Background: an optimization exercise with open tools, aiming at small area and a short achievable clock period. Do not read the settings as production practice. RTL that was checked went through simulation tests only; none was proved equivalent to the original.

job 6261:
==> flow/design.v (excerpt) <==
module spn_cu (
    input  logic        clk,
    input  logic        reset,            
    input  logic [1:0]  opcode,           
    input  logic [15:0] data_in,          
    input  logic [31:0] secret_key,       
    output logic [15:0] data_out,         
    output logic [1:0]  valid             
);
==> flow/config.mk <==
export PLATFORM = sky130hd
export DESIGN_NAME = spn_cu
export DESIGN_NICKNAME = spn_cu
export VERILOG_FILES = /design/flow/design.v
export SDC_FILE = /design/flow/constraint.sdc
export NUM_CORES = 4
export LEC_CHECK = 0
export CAP_MARGIN = 20
export CORE_MARGIN = 2
export CORE_UTILIZATION = 40
export PLACE_DENSITY = 0.6
export SLEW_MARGIN = 20
==> flow/constraint.sdc <==
create_clock -name core_clock -period 5.5 [get_ports {clk}]
set_input_delay 1.1000 -clock core_clock [delete_from_list [all_inputs] [get_ports {clk}]]
set_output_delay 1.1000 -clock core_clock [all_outputs]
set_load 0.01 [all_outputs]
standard.sh (not shown) runs the stock make flow with config.mk's settings and CLKGATE_MAP_FILE= SYNTH_SCRIPT=/design/flow/synth_recipe.tcl, a recipe that flattens the netlist after the stock synthesis.
==> flow/flow/run.sh <==
#!/bin/bash
set -u
here=$(pwd)
sed "s#SYNTH_SCRIPT=[^ ]*#SYNTH_SCRIPT=$here/flow/my_synth.tcl#" standard.sh > my_standard.sh
export MY_ABC_SCRIPT=$here/flow/abc.scr
export FLOW_SYNTH_TCL=$here/synth_recipe.tcl
extra=()
if [[ -f flow/make_args ]]; then mapfile -t extra < flow/make_args; fi
bash my_standard.sh "BUFFER_PORTS_ARGS=-buffer_cell sky130_fd_sc_hd__buf_1" "ADDER_MAP_FILE=" "${extra[@]}" finish > standard.log 2>&1
==> flow/flow/abc.scr <==
strash; &get -n; &fraig -x; &put; scorr; dc2; strash; &get -n; &dch -f; &nf -R 1000 -C 32; &put
==> flow/flow/make_args <==
SETUP_SLACK_MARGIN=2.3
CORE_UTILIZATION=30
PLACE_DENSITY=0.5
==> flow/flow/my_synth.tcl <==
# Run the standard flow's synthesis script, but map with the ABC script in MY_ABC_SCRIPT.
proc abc {args} {
  set i [lsearch -exact $args -script]
  if { $i >= 0 } { lset args [expr {$i + 1}] $::env(MY_ABC_SCRIPT) }
  yosys abc {*}$args
}
source $::env(FLOW_SYNTH_TCL)
--- input diff job 6261..job 2372 ---
==> flow/flow/abc.scr <==
strash; &get -n; &fraig -x; &put; scorr; dc2; strash; &get -n; &dch -f; &nf; &put
==> flow/flow/make_args <==
SETUP_SLACK_MARGIN=2.3
Notes after the runs:
Job 2372 vs job 6261 — global-route track usage on met3 rose 0.84 points.
Diff job 6261 -> job 2372: final non-filler cell area went down 2.6%, standard cell area after detailed placement dropped 0.67%.
### job 2372 -> job 7886
==> flow/flow/abc.scr <==
&get -n
&st
&dch
&nf
&st
&syn2
&if -g -K 6
&synch2
&nf
&st
&syn2
&if -g -K 6
&synch2
&nf
&st
&syn2
&if -g -K 6
&synch2
&nf
&st
&syn2
&if -g -K 6
&synch2
&nf
&st
&syn2
&if -g -K 6
&synch2
&nf
&put
buffer -c
topo
stime -c
upsize -c
dnsize -c
Findings:
Job 2372 -> job 7886: total standard cell area after synthesis increased by more than 10%
Diff job 2372 -> job 7886: pin count of the biggest net entering global routing decreased 6, count of vias placed by the detailed router increased 7.9%.
Looking at signal arrival time at the worst endpoint across job 2372 and job 7886, the one that comes out higher is job 7886.
Any difference in setup skew after layout between job 7886 and job 2372 is small enough to ignore.

---

Setup of run A:
spn_cu again, from the RTL that the note above started with.
Settings: LEC_CHECK=0, CAP_MARGIN=20, CORE_MARGIN=2, CORE_UTILIZATION=40, PLACE_DENSITY=0.6, SLEW_MARGIN=20; clock period 5.5 ns.
==> flow/flow/abc.scr <==
strash; &get -n; &fraig -x; &put; scorr; dc2; strash; &get -n; &dch -f; &nf; &put
==> flow/flow/make_args <==
SETUP_SLACK_MARGIN=2.0
Scripts as last shown in full above: flow/flow/run.sh, flow/flow/my_synth.tcl
#### Input delta (run B over run A)
==> flow/flow/make_args <==
SETUP_SLACK_MARGIN=2.4
==> comparison <==
Compare run A and run B | utilization after layout lower: run A
Share of the synthesized netlist area taken by xor and xnor gates: run B vs run A identical
Relative area change from synthesis to final layout is higher on run B
Against run A, design area in run B came out worse.
Modified inputs, run C compared to run B
==> flow/flow/abc.scr <==
strash; &get -n; &fraig -x; &put; scorr; dc2; strash; &get -n; &dch -f; &nf -R 1000 -C 32; &put
==> flow/flow/make_args <==
SETUP_SLACK_MARGIN=2.3
CORE_UTILIZATION=50
PLACE_DENSITY=0.7
==> comparison <==
The core of run C is more densely filled than that of run B.
When the final numbers for run B and run C were put side by side, the area share of fa/ha/maj cells after synthesis turned out to be greater in run B.
Run C reports its dominant combinational cell family by area after synthesis as XOR/XNOR gates while run B reports compound AO/OA/AOI/OAI gates.
Run C reached the end of the flow, and the finished layout is clean on the timing, design-rule and antenna checks.
Going from run B to run C, critical path depth down 1; summed area of non-filler cells in the final layout down 3.8%; die extent in y down 11 um; initial core utilization up 11 points; number of different library cells in the post-synthesis netlist down 10%.
Setup changes, run C to run D
==> flow/flow/abc.scr <==
strash; &get -n; &fraig -x; &put; scorr; dc2; strash; &get -n; &synch2; &nf -R 1000; &put
==> flow/flow/make_args <==
SETUP_SLACK_MARGIN=2.3
==> run summary <==
- Run D against run C: worst-case setup slack after placement decreased 0.11 ns; combined buffer and inverter count along the critical path picked up an extra 1.
- Worst setup slack essentially unchanged between run C and run D.
- Hold slack essentially unchanged between run D and run C.
- Of run D and run C, it is run D that has the higher number of cells on the critical path.
- Simple-gate share of the synthesized area for run D: 0.91 points up relative to run C
- Compared with run C, in run D sum of negative setup slack level; length of routed met3 wiring now sits higher.
> inputs changed (run D -> run E)
==> flow/flow/abc.scr <==
strash; &get -n; &fraig -x; &put; scorr; dc2; strash; &get -n; &dch -f; &nf; &put
==> flow/flow/make_args <==
SETUP_SLACK_MARGIN=2.5
CORE_UTILIZATION=65
PLACE_DENSITY=0.8
==> comparison <==
- Run E completed; timing, DRC and antenna clean
- For the final hold slack, run E came in 0.019 ns higher than run D did.
- Cell count shrinks by a little under 10% when moving from run D to run E.
- Run D → run E: global-route usage now sits higher; synthesized cell count now sits higher.
--- input diff run E..run F ---
==> flow/flow/make_args <==
SETUP_SLACK_MARGIN=2.2
Taking run E as the reference, in run F relative slew slack has decreased, critical-path maximum fanout has increased. [compare] base=run E new=run F: via count of the first global-routing pass shrank by 4.6%; total length of routed wires shrank by 1.0 mm.

---

Another version of the RTL of spn_cu (not shown whole).
Size: ~460 cells after synthesis, about 70 I/O pins, about 4300 um2 of cells after synthesis.
Design spn_cu, start of the top module:
module spn_cu (
    input  logic        clk,
    input  logic        reset,            
    input  logic [1:0]  opcode,           
    input  logic [15:0] data_in,          
    input  logic [31:0] secret_key,       
    output logic [15:0] data_out,         
    output logic [1:0]  valid             
);
==> flow/config.mk <==
export PLATFORM = sky130hd
export DESIGN_NAME = spn_cu
export DESIGN_NICKNAME = spn_cu
export VERILOG_FILES = /design/flow/design.v
export SDC_FILE = /design/flow/constraint.sdc
export NUM_CORES = 4
export LEC_CHECK = 0
export CAP_MARGIN = 20
export CORE_MARGIN = 2
export CORE_UTILIZATION = 40
export PLACE_DENSITY = 0.6
export SETUP_SLACK_MARGIN = 2.0
export SLEW_MARGIN = 20
==> flow/constraint.sdc <==
create_clock -name core_clock -period 5.5 [get_ports {clk}]
set_input_delay 1.1000 -clock core_clock [delete_from_list [all_inputs] [get_ports {clk}]]
set_output_delay 1.1000 -clock core_clock [all_outputs]
set_load 0.01 [all_outputs]
run.sh (not shown) runs the stock make flow with config.mk's settings and CLKGATE_MAP_FILE= SYNTH_SCRIPT=/design/flow/synth_recipe.tcl, a recipe that flattens the netlist after the stock synthesis.
Stock flow here: none of the scripts above is used.
==> next run, changes <==
==> flow/flow/run.sh (new file) <==
#!/bin/bash
bash standard.sh "BUFFER_PORTS_ARGS=-buffer_cell sky130_fd_sc_hd__buf_1" "ADDER_MAP_FILE=" finish > standard.log 2>&1
==> flow/standard.sh (new file) <==
#!/bin/bash
# synth_recipe.tcl (not shown) runs the flow's synth.tcl, then flattens the netlist and writes it again
# the make line also repeats each setting of config.mk as NAME=value (left out here)
make -C /OpenROAD-flow-scripts/flow DESIGN_CONFIG=/design/flow/config.mk WORK_HOME=/design/flow/orfs CLKGATE_MAP_FILE= SYNTH_SCRIPT=/design/flow/synth_recipe.tcl "${@:-finish}"
--- a/flow/config.mk
+++ b/flow/config.mk
@@ -11,3 +11,2 @@
 export PLACE_DENSITY = 0.6
-export SETUP_SLACK_MARGIN = 2.0
 export SLEW_MARGIN = 20
removed: flow/run.sh
Outcome: The changed run completed without violations; cell count went down by 14%; sequential share of layout area went up by 7.6 points; worst setup slack degrades by 160 ps; synthesized area went down by 9.2%; die area went down by 8.9%; sequential cell count stays the same; worst hold slack degrades by 12 ps; via count went down by about 10%.
==> next run, changes <==
==> flow/run.sh (new file) <==
#!/bin/bash
# synth_recipe.tcl (not shown) runs the flow's synth.tcl, then flattens the netlist and writes it again
# the make line also repeats each setting of config.mk as NAME=value (left out here)
make -C /OpenROAD-flow-scripts/flow DESIGN_CONFIG=/design/flow/config.mk WORK_HOME=/design/flow/orfs CLKGATE_MAP_FILE= SYNTH_SCRIPT=/design/flow/synth_recipe.tcl finish
--- a/flow/config.mk
+++ b/flow/config.mk
@@ -11,2 +11,3 @@
 export PLACE_DENSITY = 0.6
+export SETUP_SLACK_MARGIN = 3.0
 export SLEW_MARGIN = 20
removed: flow/flow/run.sh
removed: flow/standard.sh
=>
- register-to-register slack gets worse by 1300 ps
- routed wire length goes up by well over a third
- global-route usage goes up by 6.6 points
- utilization goes up by 31 points
- first-iteration DRC count goes up by well over a third

---

The RTL this note starts from:
==> flow/design.v <==
module spn_cu (
    input  logic        clk,
    input  logic        reset,            
    input  logic [1:0]  opcode,           
    input  logic [15:0] data_in,          
    input  logic [31:0] secret_key,       
    output logic [15:0] data_out,         
    output logic [1:0]  valid             
);
    function automatic logic [3:0] sbox(input logic [3:0] x);
        logic w;
        w = ~(x[1] ^ x[2]);
        sbox[0] = x[3] ^ (x[0] & w);
        sbox[1] = ~(x[0] ^ x[1]) ^ (x[3] & ((~x[0] & ~x[2]) | (x[1] & (x[0] ^ x[2]))));
        sbox[2] = x[2] ^ (x[0] & w & ~x[3]);
        sbox[3] = ~(x[0] ^ (x[2] & ~(x[0] & x[1])) ^ (x[3] & ~(x[0] ^ x[1])));
    endfunction
    function automatic logic [3:0] inv_sbox(input logic [3:0] x);
        inv_sbox[0] = ~(x[2] ^ x[3] ^ (x[0] & ~(x[1] ^ (x[2] & x[3]))));
        inv_sbox[1] = x[1] ^ x[2] ^ x[3] ^ (x[0] & (x[3] ? x[1] : x[2]));
        inv_sbox[2] = x[2] ^ (x[0] & ~x[3] & (x[1] ^ x[2]));
        inv_sbox[3] = (~(x[1] | x[2]) | (x[0] & x[1] & x[2])) ^ (x[3] & ~(x[0] ^ x[1] ^ x[2]));
    endfunction
    function automatic logic [15:0] s16(input logic [15:0] x);
        s16 = {sbox(x[15:12]), sbox(x[11:8]), sbox(x[7:4]), sbox(x[3:0])};
    endfunction
    function automatic logic [15:0] si16(input logic [15:0] x);
        si16 = {inv_sbox(x[15:12]), inv_sbox(x[11:8]), inv_sbox(x[7:4]), inv_sbox(x[3:0])};
    endfunction
    logic        st_idle, st_pe, st_pd, st_de, st_dd, st_err;
    logic [15:0] d_reg, k_reg;
    logic [7:0]  x_reg;
    logic        err_in, enc;
    logic [15:0] x, rk, u_enc, u_dec, u;
    assign err_in = st_idle && (opcode == 2'b11);
    assign enc    = st_idle ? opcode[0] : (st_pe | st_de);
    assign x     = st_idle ? data_in : d_reg;
    assign rk    = st_idle ? {secret_key[7:0], opcode[0] ? secret_key[23:16] : secret_key[31:24]}
                           : k_reg;
    assign u_enc = s16(x ^ rk);
    assign u_dec = si16(x) ^ rk;
    assign u     = enc ? u_enc : u_dec;
    always_ff @(posedge clk or posedge reset) begin
        if (reset) begin
            st_idle <= 1'b1;
            st_pe   <= 1'b0;
            st_pd   <= 1'b0;
            st_de   <= 1'b0;
            st_dd   <= 1'b0;
            st_err  <= 1'b0;
        end else begin
            st_idle <= st_de | st_dd | st_err | (st_idle && opcode == 2'b00);
            st_pe   <= st_idle && opcode == 2'b01;
            st_pd   <= st_idle && opcode == 2'b10;
            st_de   <= st_pe;
            st_dd   <= st_pd;
            st_err  <= err_in;
        end
    end
    always_ff @(posedge clk) begin
        d_reg <= enc ? {u[13:0], u[15:14]} : {u[1:0], u[15:2]};
        k_reg <= st_idle ? secret_key[15:0] : {k_reg[7:0], x_reg};
        x_reg <= opcode[0] ? secret_key[31:24] : secret_key[23:16];
    end
    assign data_out = ({16{st_de}} & u_enc) | ({16{st_dd}} & u_dec);
    assign valid    = {st_dd | st_err | err_in, st_de | st_err | err_in};
endmodule
export LEC_CHECK = 0
export CAP_MARGIN = 20
export CORE_MARGIN = 2
export CORE_UTILIZATION = 40
export PLACE_DENSITY = 0.6
export SLEW_MARGIN = 20
create_clock -name core_clock -period 5.5 [get_ports {clk}]
standard.sh (not shown) runs the stock make flow with config.mk's settings and CLKGATE_MAP_FILE= SYNTH_SCRIPT=/design/flow/synth_recipe.tcl, a recipe that flattens the netlist after the stock synthesis.
==> flow/flow/run.sh <==
#!/bin/bash
bash standard.sh "BUFFER_PORTS_ARGS=-buffer_cell sky130_fd_sc_hd__buf_1" "ADDER_MAP_FILE=" "SETUP_SLACK_MARGIN=1.0" finish > standard.log 2>&1
The first run finished clean.
Next try:
==> flow/flow/run.sh (replaced) <==
#!/bin/bash
bash standard.sh "BUFFER_PORTS_ARGS=-buffer_cell sky130_fd_sc_hd__buf_1" "ADDER_MAP_FILE=" finish > standard.log 2>&1
Outcome: Utilization stays the same; worst setup slack is unchanged; synthesized cell count does not change; final area is unchanged.
Function was not checked in any run of this note: the RTL went through the layout flow alone.

---

Setup of v14:
spn_cu with an RTL version that a note above also has.
Size: roughly 480 cells after synthesis, ~45 flip-flops, roughly 0.0038 mm² of cells after synthesis.
==> flow/config.mk <==
export PLATFORM = sky130hd
export DESIGN_NAME = spn_cu
export DESIGN_NICKNAME = spn_cu
export VERILOG_FILES = /design/flow/design.v
export SDC_FILE = /design/flow/constraint.sdc
export NUM_CORES = 4
export LEC_CHECK = 0
export CAP_MARGIN = 20
export CORE_MARGIN = 2
export CORE_UTILIZATION = 40
export PLACE_DENSITY = 0.6
export SLEW_MARGIN = 20
==> flow/constraint.sdc <==
create_clock -name core_clock -period 5.5 [get_ports {clk}]
set_input_delay 1.1000 -clock core_clock [delete_from_list [all_inputs] [get_ports {clk}]]
set_output_delay 1.1000 -clock core_clock [all_outputs]
set_load 0.01 [all_outputs]
==> flow/flow/run.sh <==
#!/bin/bash
set -u
here=$(pwd)
sed "s#SYNTH_SCRIPT=[^ ]*#SYNTH_SCRIPT=$here/flow/my_synth.tcl#" standard.sh > my_standard.sh
export MY_ABC_SCRIPT=$here/flow/abc.scr
export FLOW_SYNTH_TCL=$here/synth_recipe.tcl
extra=()
if [[ -f flow/make_args ]]; then mapfile -t extra < flow/make_args; fi
bash my_standard.sh "BUFFER_PORTS_ARGS=-buffer_cell sky130_fd_sc_hd__buf_1" "ADDER_MAP_FILE=" "${extra[@]}" finish > standard.log 2>&1
==> flow/flow/abc.scr <==
strash; &get -n; &fraig -x; &put; scorr; dc2; strash; &get -n; &dch -f; &nf; &put
==> flow/flow/make_args <==
SETUP_SLACK_MARGIN=2.3
CTS_ARGS=-sink_clustering_enable -repair_clock_nets -buf_list sky130_fd_sc_hd__clkbuf_16 -sink_clustering_size 60 -sink_clustering_max_diameter 500
Scripts as last shown in full above: flow/flow/my_synth.tcl
v14 finished end to end and its layout was clean on timing, DRC and antenna.
Edits applied to the flow inputs when going from v14 to v16:
==> flow/flow/abc.scr <==
strash; &get -n; &fraig -x; &put; scorr; dc2; strash; &get -n; &dch -f; &nf -R 1000 -C 32; &put
==> flow/flow/make_args <==
SETUP_SLACK_MARGIN=2.3
GPL_TIMING_DRIVEN=1
==> comparison <==
v16 reached the end of the flow, and the finished layout is clean on the timing, design-rule and antenna checks. On design area, v16 does better than v14. Compared to v14, v16 has fmax about 2.4% higher. Final clock period utilization by the worst path down 1.4 points in v16 wrt v14. Diff v14 -> v16 | share of layout cells above drive strength 1 | increase of 0.93 points. Compared v16 vs v14, and first-pass GRT wire length is up in v16. Compared to v14, v16 was floorplanned on a smaller die. v16 gives more global-route usage over all layers than v14 did.
Relative to v16, the following input files were edited for v55:
==> flow/flow/make_args <==
SETUP_SLACK_MARGIN=2.4
==> comparison <==
v55 | stages: all done | timing, DRC, antenna: all pass. Final critical delay including setup and external delays down 0.070 ns in v55 wrt v16. d_reg[8]$_DFF_P_ as the source of the critical timing path was reported by v16, and k_reg[5]$_DFF_P_ by v55. Measured against each other, v16 and v55 differ in post-synthesis to final-layout area growth, the higher figure coming from v55. [compare] base=v16 new=v55: final hold slack held steady, via count grew by 1.4%. v55 -> v16: count of final hold-check violations delta 0, exact match.
Edits applied to the flow inputs when going from v55 to v29:
==> flow/flow/make_args <==
SETUP_SLACK_MARGIN=2.3
--- outcome ---
Compare v29 and v55 | minimum setup slack in the final design lower: v29. The maximum clock frequency of v29 is lower than that of v55. The capture point of the worst path comes out data_out[10] in one run and data_out[7] in the other, namely in v29 and v55 respectively. Summary of v29 over v55: wire length of the first global-routing pass now smaller.

port drivers added, routing unchanged:
The flow's constraints put no driver on any port. The routed layouts listed below were extracted and timed again, unchanged, in two steps.
Step 1: set_driving_cell puts a clkbuf_16 on clk and a buf_2 on each other input, an assumption about the parent block.
Step 2 adds t to the input delays and takes it off the output delays; t is the mean of the earliest and latest rising clock arrival at the registers after step 1. Input paths then give back, and output paths get back, about the clock's delay inside the block.
Three values: no drivers, after step 1, after step 2; two values: the first two.
run	t (ns)	slack for setup (ns)	hold WS [ns]	slew at the worst register clock pin (ns)	worst data-port slew with drivers (ns)
job 6261	0.320	2.424 / 2.384 / 2.404	0.436 / 0.436 / 0.436	0.06 / 0.06	0.04
job 2372	0.329	2.409 / 2.378 / 2.391	0.454 / 0.454 / 0.454	0.09 / 0.09	0.04
job 7886	0.337	2.350 / 2.314 / 2.394	0.433 / 0.433 / 0.433	0.09 / 0.09	0.04
run A	0.327	2.159 / 2.128 / 2.071	0.455 / 0.455 / 0.455	0.08 / 0.08	0.04
run B	0.331	2.448 / 2.417 / 2.391	0.455 / 0.455 / 0.455	0.08 / 0.08	0.04
run C	0.323	2.402 / 2.374 / 2.388	0.436 / 0.436 / 0.436	0.08 / 0.08	0.04
run D	0.325	2.403 / 2.372 / 2.484	0.435 / 0.435 / 0.435	0.09 / 0.09	0.04
run E	0.337	2.423 / 2.392 / 2.495	0.454 / 0.454 / 0.454	0.09 / 0.09	0.04
run F	0.327	2.346 / 2.315 / 2.336	0.457 / 0.457 / 0.457	0.08 / 0.08	0.04
the first run of note 3	0.340	1.249 / 1.211 / 1.211	0.441 / 0.441 / 0.441	0.10 / 0.10	0.05
the second run of note 3	0.330	1.090 / 1.056 / 1.197	0.430 / 0.430 / 0.430	0.09 / 0.09	0.04
the third run of note 3	0.340	1.198 / 1.161 / 0.876	0.461 / 0.461 / 0.461	0.10 / 0.10	0.05
the first run of note 4	0.327	1.179 / 1.151 / 1.175	0.356 / 0.356 / 0.356	0.09 / 0.09	0.04
the second run of note 4	0.327	1.179 / 1.151 / 1.175	0.356 / 0.356 / 0.356	0.09 / 0.09	0.04
v14	0.316	2.360 / 2.323 / 2.402	0.450 / 0.450 / 0.450	0.06 / 0.06	0.04
v16	0.329	2.435 / 2.403 / 2.432	0.434 / 0.434 / 0.434	0.09 / 0.09	0.03
v55	0.328	2.504 / 2.472 / 2.438	0.433 / 0.433 / 0.433	0.09 / 0.09	0.04
v29	0.329	2.435 / 2.403 / 2.432	0.434 / 0.434 / 0.434	0.09 / 0.09	0.03
After both steps every run listed still meets setup and hold. For the third run of note 3, which loses most, drivers alone change the setup slack by -0.037 ns; drivers and shift together by -0.322 ns.
